This is an optimization exercise on Yosys and OpenROAD, whose aim is small area, a short achievable clock period and few clock cycles, not a production implementation. The RTL was checked by simulation tests, not by an equivalence proof against the original design.

==> flow/design.v <==
`timescale 1us / 1us
module fpu_addn(a, b, ci, s);
parameter N = 56;
input	[N-1:0]	a, b;
input		ci;
output	[N-1:0]	s;
wire [N:0] g0 = {a & b, ci};
wire [N:0] p0 = {a ^ b, 1'b0};
reg [N:0] g, p, gn, pn;
integer i, l;
always @* begin
	g = g0;
	p = p0;
	for (l = 0; (1 << l) < N + 1; l = l + 1) begin
		gn = g;
		pn = p;
		for (i = 0; i < N + 1; i = i + 1)
			if ((i >> l) & 1) begin
				gn[i] = g[i] | (p[i] & g[((i >> l) << l) - 1]);
				pn[i] = p[i] & p[((i >> l) << l) - 1];
			end
		g = gn;
		p = pn;
	end
end
assign s = p0[N:1] ^ g[N-1:0];
endmodule
module fpu_incn(a, s);
parameter N = 52;
input	[N-1:0]	a;
output	[N-1:0]	s;
reg [N-1:0] p, pn;
integer i, l;
always @* begin
	p = a;
	for (l = 0; (1 << l) < N; l = l + 1) begin
		pn = p;
		for (i = 0; i < N; i = i + 1)
			if ((i >> l) & 1)
				pn[i] = p[i] & p[((i >> l) << l) - 1];
		p = pn;
	end
end
assign s = a ^ {p[N-2:0], 1'b1};
endmodule
module fpu_geu(a, b, ge);
parameter N = 58;
input	[N-1:0]	a, b;
output		ge;
wire [N:0] g0 = {a & ~b, 1'b1};
wire [N:0] p0 = {a ^ ~b, 1'b0};
reg [N:0] g, p, gn, pn;
integer i, l;
always @* begin
	g = g0;
	p = p0;
	for (l = 0; (1 << l) < N + 1; l = l + 1) begin
		gn = g;
		pn = p;
		for (i = 0; i < N + 1; i = i + 1)
			if ((i >> l) & 1) begin
				gn[i] = g[i] | (p[i] & g[((i >> l) << l) - 1]);
				pn[i] = p[i] & p[((i >> l) << l) - 1];
			end
		g = gn;
		p = pn;
	end
end
assign ge = g[N];
endmodule
`timescale 1us / 1us
module fpu_mul_pass(a, bd, s, c, cin, s_o, c_o, low);
input	[52:0]	a;       
input	[18:0]	bd;      
input	[55:0]	s, c;    
input		cin;
output	[55:0]	s_o, c_o;
output	[18:0]	low;
localparam TW = 76;
function [2*TW-1:0] csa;
	input [TW-1:0] x, y, z;
	begin
		csa = {x ^ y ^ z, ((x & y) | (x & z) | (y & z)) << 1};
	end
endfunction
reg [TW-1:0] row [0:8];
reg [TW-1:0] negv;
reg [53:0] mm, mx;
reg bneg, bone, btwo;
integer i;
always @* begin
	negv = 0;
	for (i = 0; i < 9; i = i + 1) begin
		bneg = bd[2*i+2];
		bone = bd[2*i+1] ^ bd[2*i];
		btwo = (bd[2*i+2] & !bd[2*i+1] & !bd[2*i]) | (!bd[2*i+2] & bd[2*i+1] & bd[2*i]);
		mm = bone ? {1'b0, a} : btwo ? {a, 1'b0} : 54'd0;
		mx = bneg ? ~mm : mm;
		row[i] = {{(TW-55){1'b0}}, !bneg, mx} << (2*i);
		negv[2*i] = bneg;
	end
end
wire [2*TW-1:0] l1a = csa(row[0], row[1], row[2]);
wire [2*TW-1:0] l1b = csa(row[3], row[4], row[5]);
wire [2*TW-1:0] l1c = csa(row[6], row[7], row[8]);
wire [2*TW-1:0] l1d = csa(negv, {{(TW-56){1'b0}}, s}, {{(TW-56){1'b0}}, c});
wire [2*TW-1:0] l2a = csa(l1a[2*TW-1:TW], l1a[TW-1:0], l1b[2*TW-1:TW]);
wire [2*TW-1:0] l2b = csa(l1b[TW-1:0], l1c[2*TW-1:TW], l1c[TW-1:0]);
wire [2*TW-1:0] l3a = csa(l2a[2*TW-1:TW], l2a[TW-1:0], l2b[2*TW-1:TW]);
wire [2*TW-1:0] l3b = csa(l2b[TW-1:0], l1d[2*TW-1:TW], l1d[TW-1:0]);
wire [2*TW-1:0] l4a = csa(l3a[2*TW-1:TW], l3a[TW-1:0], l3b[2*TW-1:TW]);
wire [2*TW-1:0] l5a = csa(l4a[2*TW-1:TW], l4a[TW-1:0], l3b[TW-1:0]);
wire [TW-1:0] t_s = l5a[2*TW-1:TW];
wire [TW-1:0] t_c = l5a[TW-1:0];
assign low = t_s[17:0] + {t_c[17:1], cin};    
assign s_o = t_s[TW-3:18];
assign c_o = t_c[TW-3:18];
endmodule
`timescale 1us / 1us
module fpu_div_pass(ws, wc, dd, ws_o, wc_o, qp, qn);
parameter WW = 57;
parameter NPAIR = 3;
input	[WW-1:0]	ws, wc, dd;
output	[WW-1:0]	ws_o, wc_o;
output	[2*NPAIR-1:0]	qp, qn;
function [1:0] sel;
	input [WW-1:0] ys, yc;
	reg [3:0] a, b, p, g;
	reg c3, neg;
	begin
		a = ys[WW-1:WW-4];
		b = yc[WW-1:WW-4];
		p = a ^ b;
		g = a & b;
		c3 = g[2] | (p[2] & g[1]) | (p[2] & p[1] & g[0]);
		neg = p[3] ^ c3;
		sel = {!neg, neg & !(&p)};
	end
endfunction
function [2*WW-1:0] upd;
	input [WW-1:0] ys, yc, d;
	input qp, qn;
	reg [WW-1:0] x, ns, nc;
	begin
		x = qp ? ~d : (qn ? d : {WW{1'b0}});
		ns = ys ^ yc ^ x;
		nc = ((ys & yc) | (ys & x) | (yc & x)) << 1;
		nc[0] = qp;
		upd = {ns, nc};
	end
endfunction
reg [WW-1:0] s [0:NPAIR];
reg [WW-1:0] c [0:NPAIR];
reg [2*NPAIR-1:0] rqp, rqn;
reg [WW-1:0] ys, yc, s1, c1;
reg [2*WW-1:0] u, up, uz, un;
reg [1:0] q1, q2, q2p, q2z, q2n;
integer i;
always @* begin
	s[0] = ws;
	c[0] = wc;
	for (i = 0; i < NPAIR; i = i + 1) begin
		ys = s[i] << 1;
		yc = c[i] << 1;
		q1 = sel(ys, yc);
		up = upd(ys, yc, dd, 1'b1, 1'b0);
		uz = upd(ys, yc, dd, 1'b0, 1'b0);
		un = upd(ys, yc, dd, 1'b0, 1'b1);
		q2p = sel(up[2*WW-1:WW] << 1, up[WW-1:0] << 1);
		q2z = sel(uz[2*WW-1:WW] << 1, uz[WW-1:0] << 1);
		q2n = sel(un[2*WW-1:WW] << 1, un[WW-1:0] << 1);
		q2 = q1[1] ? q2p : (q1[0] ? q2n : q2z);
		u = upd(ys, yc, dd, q1[1], q1[0]);
		s1 = u[2*WW-1:WW];
		c1 = u[WW-1:0];
		u = upd(s1 << 1, c1 << 1, dd, q2[1], q2[0]);
		s[i+1] = u[2*WW-1:WW];
		c[i+1] = u[WW-1:0];
		rqp[2*NPAIR-1-2*i] = q1[1];
		rqn[2*NPAIR-1-2*i] = q1[0];
		rqp[2*NPAIR-2-2*i] = q2[1];
		rqn[2*NPAIR-2-2*i] = q2[0];
	end
end
assign ws_o = s[NPAIR];
assign wc_o = c[NPAIR];
assign qp = rqp;
assign qn = rqn;
endmodule
`timescale 1us / 1us
module fpu( clk, rst, enable, rmode, fpu_op, opa, opb, out, ready, underflow,
overflow, inexact, exception, invalid);
input		clk;
input		rst;
input		enable;
input	[1:0]	rmode;
input	[2:0]	fpu_op;
input	[63:0]	opa, opb;
output	[63:0]	out;
output		ready;
output		underflow;
output		overflow;
output		inexact;
output		exception;
output		invalid;
reg ready;
localparam NPAIR = 2;
localparam NPASS = 14;
localparam K = 2 * NPAIR * NPASS - 53;
localparam WW = 56 + K;           
localparam [3:0] S_IDLE = 4'd0, S_AS1 = 4'd1, S_AS2 = 4'd2, S_MP = 4'd3, S_MF = 4'd4,
                 S_MC = 4'd5, S_DN = 4'd6, S_DP = 4'd7, S_DC = 4'd8, S_DF = 4'd9,
                 S_DR = 4'd10, S_SLL = 4'd11, S_SLR = 4'd12, S_SF = 4'd13, S_NL = 4'd14,
                 S_DC2 = 4'd15;
reg [3:0] st;
reg [6:0] cnt;
reg en_d;
wire start = enable & !en_d & !rst;
reg [1:0] op;       
reg [1:0] rm;
reg sa, sb, az, bz, ainf, binf, anan, bnan, aq, bq, an_r, bn_r;
reg [53:0] RA;      
reg [55:0] RB;      
reg [55:0] QM;      
reg [WW-1:0] RS;    
reg [WW-1:0] RC;    
reg        cin;     
reg        bprev;   
reg [11:0] EX1;     
reg [11:0] EX2;     
reg        SNZ;     
reg        SGN;     
reg        ESUB;    
reg        FAST;    
reg [5:0]  CA, CB;  
reg [11:0] DEF4;
reg [5:0]  DUFT4;
reg        RMSB;
integer i;
wire [10:0] ea = opa[62:52];
wire [10:0] eb = opb[62:52];
wire an = |ea;
wire bn = |eb;
wire a_ge_b;
fpu_geu #(.N(63)) u_a_ge_b(.a(opa[62:0]), .b(opb[62:0]), .ge(a_ge_b));
wire sdiff = opa[63] ^ opb[63];
wire effsub = fpu_op[0] ? !sdiff : sdiff;
wire [62:0] Lop = a_ge_b ? opa[62:0] : opb[62:0];
wire [62:0] Sop = a_ge_b ? opb[62:0] : opa[62:0];
wire [11:0] dab = {1'b0, ea} - {1'b0, eb} - (!bn & an);
wire [11:0] dba = {1'b0, eb} - {1'b0, ea} - (!an & bn);
wire [6:0] dab_s = (|dab[11:6]) ? 7'd64 : {1'b0, dab[5:0]};
wire [6:0] dba_s = (|dba[11:6]) ? 7'd64 : {1'b0, dba[5:0]};
wire [6:0] ediff_sat = a_ge_b ? dab_s : dba_s;
wire as_sign = effsub ? (a_ge_b ? opa[63] : (!opb[63] ^ !fpu_op[0])) : opa[63];
wire [11:0] m_terms = ea + eb + !an + !bn;
wire m_gtoff = m_terms > 1021;
wire [11:0] m_under = 12'd1022 - m_terms;
wire [11:0] m_exp2 = m_gtoff ? m_terms - 12'd1022 : 12'd0;
wire [6:0] m_rsh = (m_under > 12'd120) ? 7'd121 : m_under[6:0] + 7'd1;
wire m_fast = an & bn & (m_terms >= 12'd1024);
wire [11:0] d_eterm = {1'b0, ea} + 12'd1023;
wire d_uf1 = {1'b0, eb} > d_eterm;
wire [11:0] d_uft1 = d_uf1 ? ({1'b0, eb} - d_eterm) : 12'd0;
wire [11:0] d_ef2 = d_uf1 ? 12'd0 : (d_eterm - {1'b0, eb});
wire [55:0] as_L = {1'b0, RA[52:0], 2'b00};
wire [55:0] as_S0 = {1'b0, RB[52:0], 2'b00};
wire [55:0] as_S = as_S0 >> EX2[6:0];
reg [55:0] as_mask;
always @* for (i = 0; i < 56; i = i + 1) as_mask[i] = (i >= EX2[6:0]);
wire as_fix = SNZ & !(|(as_S0 & as_mask));
wire [55:0] as_Sx = ESUB ? ~as_S : as_S;
wire as_ci = ESUB ? !as_fix : as_fix;
wire [55:0] as_R;
fpu_addn #(.N(56)) u_as_add(.a(as_L), .b(as_Sx), .ci(as_ci), .s(as_R));
wire [10:0] as_el = EX1[10:0];
wire el_z = (as_el == 0);
wire el_ge2 = (as_el >= 11'd2);
wire el_le2 = (as_el <= 11'd2);
wire as_c = RS[55];
wire [55:0] ad_m = as_c ? {1'b0, RS[55:1]} : RS[55:0];
wire [10:0] ad_e2 = as_el + as_c + (ad_m[54] & el_z);
wire lz0 = RS[54];
wire lz1 = !RS[54] & RS[53];
wire lz2p = !RS[54] & !RS[53];
wire sb_r = el_le2 | !lz2p;
wire sb_sh1 = el_ge2 & !lz0;
wire [55:0] sr_m = sb_sh1 ? {1'b0, RS[53:0], 1'b0} : {1'b0, RS[54:0]};
wire [10:0] sr_e = lz0 ? as_el : ((lz1 & el_ge2) ? as_el - 11'd1 : 11'd0);
wire nl_stop = RS[54] | ({4'd0, cnt} == as_el - 11'd1) | !(|RS[54:0]);
wire [10:0] nl_e = RS[54] ? as_el - {4'd0, cnt} : 11'd0;
wire [55:0] as_MR = ESUB ? sr_m : ad_m;
wire [11:0] as_ER = {1'b0, ESUB ? sr_e : ad_e2};
wire [55:0] mp_s, mp_c;
wire [18:0] m_low;
fpu_mul_pass u_mul_pass(.a(RA[52:0]), .bd({RB[17:0], bprev}), .s(RS[55:0]), .c(RC[55:0]), .cin(cin),
	.s_o(mp_s), .c_o(mp_c), .low(m_low));
localparam [51:0] NEG_BIAS = 52'h0 - 52'h5555555555555;
wire [51:0] mp_x = RS[51:0] ^ RC[51:0] ^ NEG_BIAS;
wire [51:0] mp_y = {(RS[50:0] & RC[50:0]) | (RS[50:0] & NEG_BIAS[50:0]) | (RC[50:0] & NEG_BIAS[50:0]), cin};
wire [51:0] m_phi;
fpu_addn #(.N(52)) u_mul_add(.a(mp_x), .b(mp_y), .ci(1'b0), .s(m_phi));
wire [55:0] mf_MR = m_phi[51] ? {1'b0, m_phi[51:0], RB[53:52], |RB[51:0]}
                              : {1'b0, m_phi[50:0], RB[53:51], |RB[50:0]};
wire [11:0] mf_ER = EX1 - !m_phi[51];
wire [WW-1:0] DK = {{(WW-54-K){1'b0}}, RA, {K{1'b0}}};
wire [WW-1:0] dp_s, dp_c;
wire [2*NPAIR-1:0] dp_qp, dp_qn;
fpu_div_pass #(.WW(WW), .NPAIR(NPAIR)) u_div_pass(.ws(RS), .wc(RC), .dd(DK),
	.ws_o(dp_s), .wc_o(dp_c), .qp(dp_qp), .qn(dp_qn));
wire [WW-1:0] dw;
fpu_addn #(.N(WW)) u_dw_add(.a(RS), .b(RC), .ci(1'b0), .s(dw));
wire d_neg = dw[WW-1];
wire [55:0] d_q;
fpu_addn #(.N(56)) u_q_add(.a(RB), .b(~QM), .ci(1'b1), .s(d_q));    
wire d_fix = d_neg & !bz;
wire [11:0] d_sha = an_r ? 12'd0 : {6'd0, CA - 6'd1};
wire [11:0] d_shb = bn_r ? 12'd0 : {6'd0, CB - 6'd1};
wire d_uf2 = d_sha > EX1;
wire [11:0] d_uft2 = d_uf2 ? (d_sha - EX1) : 12'd0;
wire [11:0] d_uft3 = d_uft2 + EX2;
wire [5:0] d_uft4 = (d_uft3 > 51) ? 6'd52 : d_uft3[5:0];
wire [11:0] d_ef3 = d_uf2 ? 12'd0 : (EX1 - d_sha);
wire [11:0] d_ef4 = d_ef3 + d_shb;
wire d_rmsb;    
fpu_geu #(.N(55+K)) u_rmsb(.a(RS[54+K:0]), .b({{(K+1){1'b0}}, RA} << (K-1)), .ge(d_rmsb));
wire d_rnz = |RS[51+K:K];                            
wire d_qmsb = RB[53];
wire d_sel1 = d_qmsb | (DEF4 == 12'd1);
wire [11:0] d_ef5 = d_qmsb ? DEF4 : (DEF4 - (DEF4 != 0));
wire [55:0] df_MR = {1'b0, |d_ef5, d_sel1 ? RB[52:1] : RB[51:0], d_sel1 ? RB[0] : d_rmsb,
                     d_sel1 ? (d_rmsb | d_rnz) : d_rnz};
wire [11:0] df_ER = az ? 12'd0 : d_ef5;
wire [55:0] sm_MR = {1'b0, RS[51:0], RB[53:52], |RB[51:0]};
wire [55:0] sd_MR = {1'b0, 1'b0, RB[53:2], RB[1], RB[0] | RMSB | |RS[52:0]};
wire [55:0] sf_MR = op[0] ? sd_MR : sm_MR;
wire [11:0] sf_ER = op[0] ? 12'd0 : ((az | bz) ? 12'd0 : EX2);
reg [55:0] MR;
reg [11:0] ER;
always @* begin
	case (st)
	S_AS2: begin MR = as_MR; ER = as_ER; end
	S_MF:  begin MR = mf_MR; ER = mf_ER; end
	S_DF:  begin MR = df_MR; ER = df_ER; end
	S_NL:  begin MR = {1'b0, RS[54:0]}; ER = {1'b0, nl_e}; end
	default: begin MR = sf_MR; ER = sf_ER; end
	endcase
end
wire seln = ESUB & !sb_r;
wire SR = SGN;
wire rn = rm == 2'b00, rz = rm == 2'b01, rp = rm == 2'b10, rmi = rm == 2'b11;
wire rtrig = (rn & MR[1]) | (rp & !SR & |MR[1:0]) | (rmi & SR & |MR[1:0]);
wire rovf = &MR[54:2];
wire [51:0] minc;
fpu_incn #(.N(52)) u_round_inc(.a(MR[53:2]), .s(minc));
wire [51:0] frac_r = rtrig ? minc : MR[53:2];
wire rup = rtrig & rovf;                  
wire [11:0] ER1 = ER + 12'd1;
wire [11:0] efin_r = rup ? ER1 : ER;
wire fz_r = rtrig ? (&MR[53:2]) : !(|MR[53:2]);
wire ez_r = rup ? (ER[10:0] == 11'h7ff) : (ER[10:0] == 11'd0);
wire eb_r = rup ? (ER >= 12'd2046) : (ER > 12'd2046);
wire [51:0] frac = frac_r;
wire [11:0] efinal = efin_r;
wire [63:0] round_out = {SR, efinal[10:0], frac};
wire e_big = eb_r;
wire mr_ix = |MR[1:0];
wire in_et_zero = fz_r & ez_r;
wire f_add = op == 2'd0, f_sub = op == 2'd1, f_mul = op == 2'd2, f_div = op == 2'd3;
wire opa_SNaN = anan & !aq;
wire opb_SNaN = bnan & !bq;
wire opa_pos_inf = !sa & ainf;
wire opb_pos_inf = !sb & binf;
wire opa_neg_inf = sa & ainf;
wire opb_neg_inf = sb & binf;
wire NaN_input = anan | bnan;
wire SNaN_input = opa_SNaN | opb_SNaN;
wire div_by_0 = f_div & bz & !az;
wire div_0_by_0 = f_div & bz & az;
wire div_inf_by_inf = f_div & ainf & binf;
wire div_by_inf = f_div & !ainf & binf;
wire mul_0_by_inf = f_mul & ((ainf & bz) | (az & binf));
wire mul_inf = f_mul & (ainf | binf) & !mul_0_by_inf;
wire div_inf = f_div & ainf & !binf;
wire add_inf = f_add & (ainf | binf);
wire sub_inf = f_sub & (ainf | binf);
wire addsub_inf_invalid = (f_add & opa_pos_inf & opb_neg_inf) | (f_add & opa_neg_inf & opb_pos_inf) |
                          (f_sub & opa_pos_inf & opb_pos_inf) | (f_sub & opa_neg_inf & opb_neg_inf);
wire addsub_inf = (add_inf | sub_inf) & !addsub_inf_invalid;
wire out_inf_trigger = addsub_inf | mul_inf | div_inf | div_by_0 | e_big;
wire out_pos_inf = out_inf_trigger & !SR;
wire out_neg_inf = out_inf_trigger & SR;
wire inf_round_down_trigger = (out_pos_inf & rmi) | (out_neg_inf & rp) | (out_inf_trigger & rz);
wire mul_uf = f_mul & !az & !bz & in_et_zero;
wire div_uf = f_div & !az & in_et_zero;
wire underflow_trigger = div_by_inf | mul_uf | div_uf;
wire invalid_trigger = SNaN_input | addsub_inf_invalid | mul_0_by_inf | div_0_by_0 | div_inf_by_inf;
wire overflow_trigger = out_inf_trigger & !NaN_input;
wire inexact_trigger = (mr_ix | out_inf_trigger | underflow_trigger) & !NaN_input;
wire except_trigger = invalid_trigger | overflow_trigger | underflow_trigger | inexact_trigger;
wire NaN_out_trigger = NaN_input | invalid_trigger;
wire SNaN_trigger = invalid_trigger & !SNaN_input;
wire [62:0] NaN_output_0 = anan ? {11'h7ff, 1'b1, opa[50:0]} : {11'h7ff, 1'b1, opb[50:0]};
wire [62:0] NaN_output = SNaN_trigger ? {11'h7ff, 2'b01, opa[49:0]} : NaN_output_0;
wire [62:0] out_inf = inf_round_down_trigger ? {11'h7fe, {52{1'b1}}} : {11'h7ff, 52'b0};
wire [63:0] out_0 = underflow_trigger ? {SR, 63'b0} : round_out;
wire [63:0] out_1 = out_inf_trigger ? {SR, out_inf} : out_0;
wire [63:0] out_2 = NaN_out_trigger ? {SR, NaN_output} : out_1;
wire finish = ((st == S_AS2) & !seln) | (st == S_MF) | (st == S_DF) | (st == S_SF) | ((st == S_NL) & nl_stop);
wire sl_stop = RS[51] | (cnt == 7'd53) | ({5'd0, cnt} == EX1);
wire sl_gtps = (RS[51] | (cnt == 7'd53)) & ({5'd0, cnt} != EX1);
always @(posedge clk) begin
	if (rst) en_d <= 1'b0;
	else en_d <= enable;
end
always @(posedge clk) begin
	if (rst) begin
		st <= S_IDLE;
		ready <= 1'b0;
	end else if (start) begin
		ready <= 1'b0;
		case (fpu_op[1:0])
		2'd0, 2'd1: st <= S_AS1;
		2'd2: st <= S_MP;
		default: st <= (an & bn) ? S_DP : S_DN;
		endcase
	end else begin
		case (st)
		S_AS1: st <= S_AS2;
		S_AS2: st <= seln ? S_NL : S_IDLE;
		S_NL: if (nl_stop) st <= S_IDLE;
		S_MP: if (cnt == 7'd2) st <= FAST ? S_MF : S_MC;
		S_MC: st <= SNZ ? S_SLL : S_SLR;
		S_DN: if ((RS[52] | CA == 6'd53) & (RA[52] | CB == 6'd53)) st <= S_DP;
		S_DP: if (cnt == NPASS - 1) st <= S_DC;
		S_DC: st <= d_fix ? S_DC2 : (DEF4 == 12'd0) ? S_DR : S_DF;
		S_DC2: st <= (DEF4 == 12'd0) ? S_DR : S_DF;
		S_DR: st <= S_SLR;
		S_SLL: if (sl_stop) st <= sl_gtps ? S_SF : S_SLR;
		S_SLR: if (cnt == 7'd0) st <= S_SF;
		default: st <= S_IDLE;
		endcase
		if (finish) ready <= 1'b1;
	end
end
assign out = {QM[63-WW:0], RC};
assign {underflow, overflow, inexact, exception, invalid} = QM[68-WW:64-WW];
always @(posedge clk) begin
	if (start) begin
		op <= fpu_op[1:0];
		rm <= rmode;
		sa <= opa[63];
		sb <= opb[63];
		az <= !(|opa[62:0]);
		bz <= !(|opb[62:0]);
		ainf <= (ea == 11'h7ff) & !(|opa[51:0]);
		binf <= (eb == 11'h7ff) & !(|opb[51:0]);
		anan <= (ea == 11'h7ff) & (|opa[51:0]);
		bnan <= (eb == 11'h7ff) & (|opb[51:0]);
		aq <= opa[51];
		bq <= opb[51];
		an_r <= an;
		bn_r <= bn;
		cnt <= 7'd0;
		CA <= 6'd0;
		CB <= 6'd0;
		cin <= 1'b0;
		bprev <= 1'b0;
		RC <= {WW{1'b0}};
		QM <= 56'd0;
		case (fpu_op[1:0])
		2'd0, 2'd1: begin
			RA <= {1'b0, Lop[62:52] != 0, Lop[51:0]};
			RB <= {3'b0, Sop[62:52] != 0, Sop[51:0]};
			EX1 <= {1'b0, Lop[62:52]};
			EX2 <= {5'd0, ediff_sat};
			SNZ <= |Sop;
			SGN <= as_sign;
			ESUB <= effsub;
		end
		2'd2: begin
			RA <= {1'b0, an, opa[51:0]};
			RB <= {3'b0, bn, opb[51:0]};
			RS <= {WW{1'b0}};
			EX1 <= m_exp2;
			EX2 <= {5'd0, m_rsh};
			SNZ <= m_gtoff;
			SGN <= sdiff;
			FAST <= m_fast;
		end
		default: begin
			RA <= {1'b0, bn, opb[51:0]};
			RS <= {{(WW-53){1'b0}}, an, opa[51:0]};
			RB <= 56'd0;
			EX1 <= d_ef2;
			EX2 <= d_uft1;
			SGN <= sdiff;
		end
		endcase
	end else begin
		case (st)
		S_AS1: begin
			RS[55:0] <= as_R;
		end
		S_NL: begin
			if (!nl_stop) begin
				RS[54:0] <= {RS[53:0], 1'b0};
				cnt <= cnt + 7'd1;
			end
		end
		S_MP: begin
			RS <= {{(WW-56){1'b0}}, mp_s};
			RC <= {{(WW-56){1'b0}}, mp_c};
			cin <= m_low[18];
			RB[53:0] <= {m_low[17:0], RB[53:18]};
			bprev <= RB[17];
			cnt <= cnt + 7'd1;
		end
		S_MC: begin
			RS[51:0] <= m_phi;
			EX2 <= 12'd0;
			cnt <= SNZ ? 7'd0 : EX2[6:0];
		end
		S_SLL: begin
			if (sl_stop) begin
				EX2 <= sl_gtps ? EX1 - cnt : 12'd0;
				cnt <= 7'd1;
			end else begin
				RS[51:0] <= {RS[50:0], RB[53]};
				RB[53:0] <= {RB[52:0], 1'b0};
				cnt <= cnt + 7'd1;
			end
		end
		S_SLR: begin
			if (cnt != 0) begin
				cnt <= cnt - 7'd1;
				if (op[0]) begin
					RB[53:0] <= {1'b0, RB[53:1]};
					RMSB <= RB[0];
					RS[52:0] <= {RMSB, RS[52:1]};
				end else begin
					RB[53:0] <= {RS[0], RB[53:1]};
					RS[51:0] <= {1'b0, RS[51:1]};
				end
			end
		end
		S_DN: begin
			if (!(RS[52] | CA == 6'd53)) begin
				RS[53:0] <= {RS[52:0], 1'b0};
				CA <= CA + 6'd1;
			end
			if (!(RA[52] | CB == 6'd53)) begin
				RA <= {RA[52:0], 1'b0};
				CB <= CB + 6'd1;
			end
		end
		S_DP: begin
			RB <= {RB[55-2*NPAIR:0], dp_qp};
			QM <= {QM[55-2*NPAIR:0], dp_qn};
			cnt <= cnt + 7'd1;
		end
		S_DC: begin
			RS <= bz ? {WW{1'b0}} : dw;
			RC <= d_fix ? DK : {WW{1'b0}};
			RB <= bz ? {56{1'b1}} : d_q;
			QM <= {55'd0, d_fix};
		end
		S_DC2: begin
			RS <= dw;
			RB <= d_q;
		end
		S_DR: begin
			RMSB <= d_rmsb;
			RS[52:0] <= {RS[51+K:K], 1'b0};
			cnt <= {1'b0, DUFT4};
		end
		default: ;
		endcase
	end
	if (!start && finish) begin
		RC <= out_2[WW-1:0];
		QM[68-WW:0] <= {underflow_trigger, overflow_trigger, inexact_trigger, except_trigger,
		                invalid_trigger, out_2[63:WW]};
	end
	if (!start && st == S_DP) begin
		RS <= dp_s;
		RC <= dp_c;
	end
end
always @(posedge clk) begin
	DEF4 <= d_ef4;
	DUFT4 <= d_uft4;
end
endmodule
==> flow/run.sh <==
#!/bin/bash
# synth_recipe.tcl (not shown) runs the flow's synth.tcl, then flattens the netlist and writes it again
# the make line also repeats each setting of config.mk as NAME=value (left out here)
make -C /OpenROAD-flow-scripts/flow DESIGN_CONFIG=/design/flow/config.mk WORK_HOME=/design/flow/orfs CLKGATE_MAP_FILE= SYNTH_SCRIPT=/design/flow/synth_recipe.tcl finish
==> flow/config.mk <==
export PLATFORM = sky130hd
export DESIGN_NAME = fpu
export DESIGN_NICKNAME = fpu
export VERILOG_FILES = /design/flow/design.v
export SDC_FILE = /design/flow/constraint.sdc
export NUM_CORES = 8
export LEC_CHECK = 0
export ABC_AREA = 1
export CAP_MARGIN = 20
export CORE_MARGIN = 2
export CORE_UTILIZATION = 50
export SETUP_SLACK_MARGIN = 3
export SLEW_MARGIN = 20
==> flow/constraint.sdc <==
create_clock -name core_clock -period 10.0 [get_ports {clk}]
set_input_delay 2.0000 -clock core_clock [delete_from_list [all_inputs] [get_ports {clk}]]
set_output_delay 2.0000 -clock core_clock [all_outputs]
set_load 0.01 [all_outputs]
==> summary.txt <==
-- cell families (layout without fill, tap and decap cells) --
family / after synthesis / after routing / synth area share (%)
AND/OR/NAND/NOR: 3919 / 3924 / 19.1
multiplexers: 48 / 48 / 0.558
AO/OA/AOI/OAI: 3281 / 3282 / 22.4
buffers and inverters: 2702 / 2823 / 12.1
XOR/XNOR: 773 / 773 / 7.82
other: 1 / 61 / 0.00433
adder cells (fa/ha/maj): 1371 / 1371 / 26.2
flip-flops: 370 / 370 / 11.8
-- placed cells by master, fill, tap and decap left out, types with 281 or more instances in the layout --
cell type	n
xor2_1	696
ha_1	611
a21oi_1	898
nor2_1	776
nand3_1	428
buf_4	500
edfxtp_1	281
fa_1	734
nand2_1	2101
inv_1	1848
o22ai_1	628
o21ai_0	1010
-- stage by stage --
step	instances	utilization [%]	setup slack, ps
after floorplan	12467	-	3040
after global placement	14539	53.1	1610
after detailed placement	14541	53.1	1570
after CTS	14735	55.0	2980
after global routing	14915	56.4	2900
final	14962	56.5	2870
-- cell type report --
| type | instances | area, um2 | share of cell area [%] |
|---|---|---|---|
| Tap cell | 2310 | 2890 | 2.98 |
| Multi-Input combinational cell | 9401 | 67200 | 69.3 |
| Clock buffer | 72 | 1490 | 1.53 |
| Sequential cell | 370 | 10200 | 10.5 |
| Inverter | 1945 | 7430 | 7.65 |
| Clock inverter | 19 | 179 | 0.184 |
| Antenna cell | 58 | 145 | 0.150 |
| Timing Repair Buffer | 787 | 7450 | 7.68 |
-- state kept, by name (all words and copies together), names as in the netlist, 2 cells and up --
name / flops
DUFT4: 6
EX1: 12
RA: 54
st: 4
RS: 59
EX2: 12
CB: 6
QM: 54
rm: 2
DEF4: 12
op: 2
CA: 6
RB: 54
RC: 59
cnt: 7
-- worst min-delay path, cell delays in order, from the launching register on --
cell	delay (ps)
dfxtp_1	310
nand2_1	60
a21oi_1	60
-- layer usage --
metal,part of all wire [%],GRT usage (%),routed length (um)
met4,9.3,35.5,47500
met3,19,29.4,96200
met1,35,67.6,178000
met2,37,71.8,187000
met5,0.34,5.81,1740
-- worst max path at each step --
| stage | startpoint | to | slack, ps | cells past startpoint |
|---|---|---|---|---|
| 2_1_floorplan | RS[55]$_DFFE_PP_ | RS[33]$_DFFE_PP_ | 3040 | 35 |
| 6_report | RB[5]$_DFFE_PP_ | RS[6]$_DFFE_PP_ | 2870 | 20 |
| 4_1_cts | RC[55]$_DFFE_PP_ | RS[24]$_DFFE_PP_ | 2980 | 32 |
| 3_5_place_dp | opa[53] | EX2[0]$_DFFE_PP_ | 1570 | 28 |
| 5_1_grt | RS[54]$_DFFE_PP_ | RS[24]$_DFFE_PP_ | 2900 | 33 |
| 3_3_place_gp | opa[53] | EX1[9]$_DFFE_PP_ | 1610 | 29 |
-- repair_timing --
item                                    4_1_cts  5_1_grt
resized for setup                           138      212
buffers inserted                             95      152
gates cloned                                  8       13
endpoints found under the setup margin      161      154
pin swaps                                     9       47
==> reports/qor.yml <==
cts_tree: "yes"
required_ps: 10400
hpwl_um: 390000
grt_pass1_vias: 93684
timing.rr.end: "RS[6]$_DFFE_PP_"
cpPeakStageDelay_ps: 990
portBuffers: 204
grt_max_degree: 96
yosysMostFrequentCell: "nand2_1"
cp_top_family: "adder cells"
rr_worst_depth: 20
setup_viol: 0
viasPerCell: 6.91
grt_pass1_wl_um: 686000
drv_cap: 0
dr.pass1.iters: 17
setup_tns_ps: 0
grt_use_total_pct: 54.6
gp_congestion: 1.14
drc: 0
tightest_slew_ps: 1390
area_delta_synth_final_pct: 12.1
slew_viol_final: 0
status: "finished clean"
synth-seq-area-share_pct: 11.8
drt-wirelength-per-cell_um: 34.1
coreArea_um2: 172000
htreeDepth: 2
yosys-top-cells-count: "nand2_1 (2138), inv_1 (1895), o21ai_0 (1030), a21oi_1 (916), nor2_1 (816)"
ys_warn_count: 12
synth-main-ff-cell: "edfxtp_1"
final_layout_size_suffix_gt1_share_pct: 8.46
synth.avg_cell_area_um2: 6.94
num_rows: 152
design_area_um2: 97000
holdPathEnd: "QM[17]$_SDFFE_PP0P_"
placed_cell_area_um2: 91200
hp-class: "register to register"
arrival_ps: 7530
clk-insertion-delay-late_ps: 690
synth_cells: 12465
critPathKind: "register to register"
fin_hold_ws_ps: 474
path_clk_slew_ps: 70
cts_num_sinks: 370
cts-root-buf: "clkbuf_16"
drtIter0Drc: 20545
r2r_start: "RB[5]$_DFFE_PP_"
initial_utilization_pct: 50.4
synth_edf_count: 281
relSlewSlack_pct: 6.64
cp_slowest_cell: "a2111oi_1"
ys_types: 75
rsz0062_at_grt: "true"
fillCellCount: 16344
post-route-period-util_pct: 71.3
io_pins: 206
min_period_ps: 7130
cp_common_cell: "fa_1"
synth.largest_area_cell: "fa_1"
critPathBufInv: 6
overflow: 0
hp-start: "QM[17]$_SDFFE_PP0P_"
syn_area_um2: 86500
cts_buffers: 49
drt-total-wl_um: 510000
min_delay_path_depth: 2
r2r_setup_slack_ps: 2870
vias: 103356
endpoint_kind: "register"
die_w_um: 420
die_height_um: 420
crit_fanout: 35
clock.fmax_mhz: 140
path_cells: "buf_4, nor2_1, inv_1, nand2_2, buf_4, buf_4, o22ai_1, xor2_1, fa_1, fa_1, fa_1, inv_1, fa_1, inv_1, fa_1, o221ai_1, a2111oi_1, nand2_1, nand2_1, o211ai_1"
ant_nets: 0
ctsHoldBuffers: 0
synth_seq_cells: 370
cp-start-kind: "register"
dieArea_um2: 176000
synth_top_area_share_pct: 17.1
clock_path_buffers: 3
finalHoldViolations: 0
skew_ps: 49.1
nets: 14061
grt_antenna_before_repair: 60
synthTopCellsByArea: "fa_1 (17%), edfxtp_1 (9.8%), nand2_1 (9.3%)"
async_reset_ff_share_pct: 0
Testbench counts, summed over its fixed seeds: cycles 54,165.

-- separate check: timing with driven ports --
Ports are ideal in the flow. The routed layout listed here was re-timed in OpenROAD. Step 1 (the two cells are an assumption about what drives the block):
set clk [get_ports {clk}]
set_driving_cell -lib_cell sky130_fd_sc_hd__clkbuf_16 $clk
set_driving_cell -lib_cell sky130_fd_sc_hd__buf_2 [delete_from_list [all_inputs] $clk]
Step 2, shift: input delay + t, output delay - t, t = (earliest + latest rising clock arrival at the registers) / 2. This alone moves slack from input paths to output paths. a / b / c = ideal / step 1 / step 2; a / b = the first two.
shift t [ns]: 0.744
setup WS [ns]: 2.872 / 2.872 / 2.340
slew at the worst register clock pin (ns): 0.08 / 0.08
worst slew at a driven data input, ns: 0.08
After both steps setup and hold are still met in this run. The setup slack of this run moves by 0.000 ns with the drivers and by -0.532 ns with both steps.
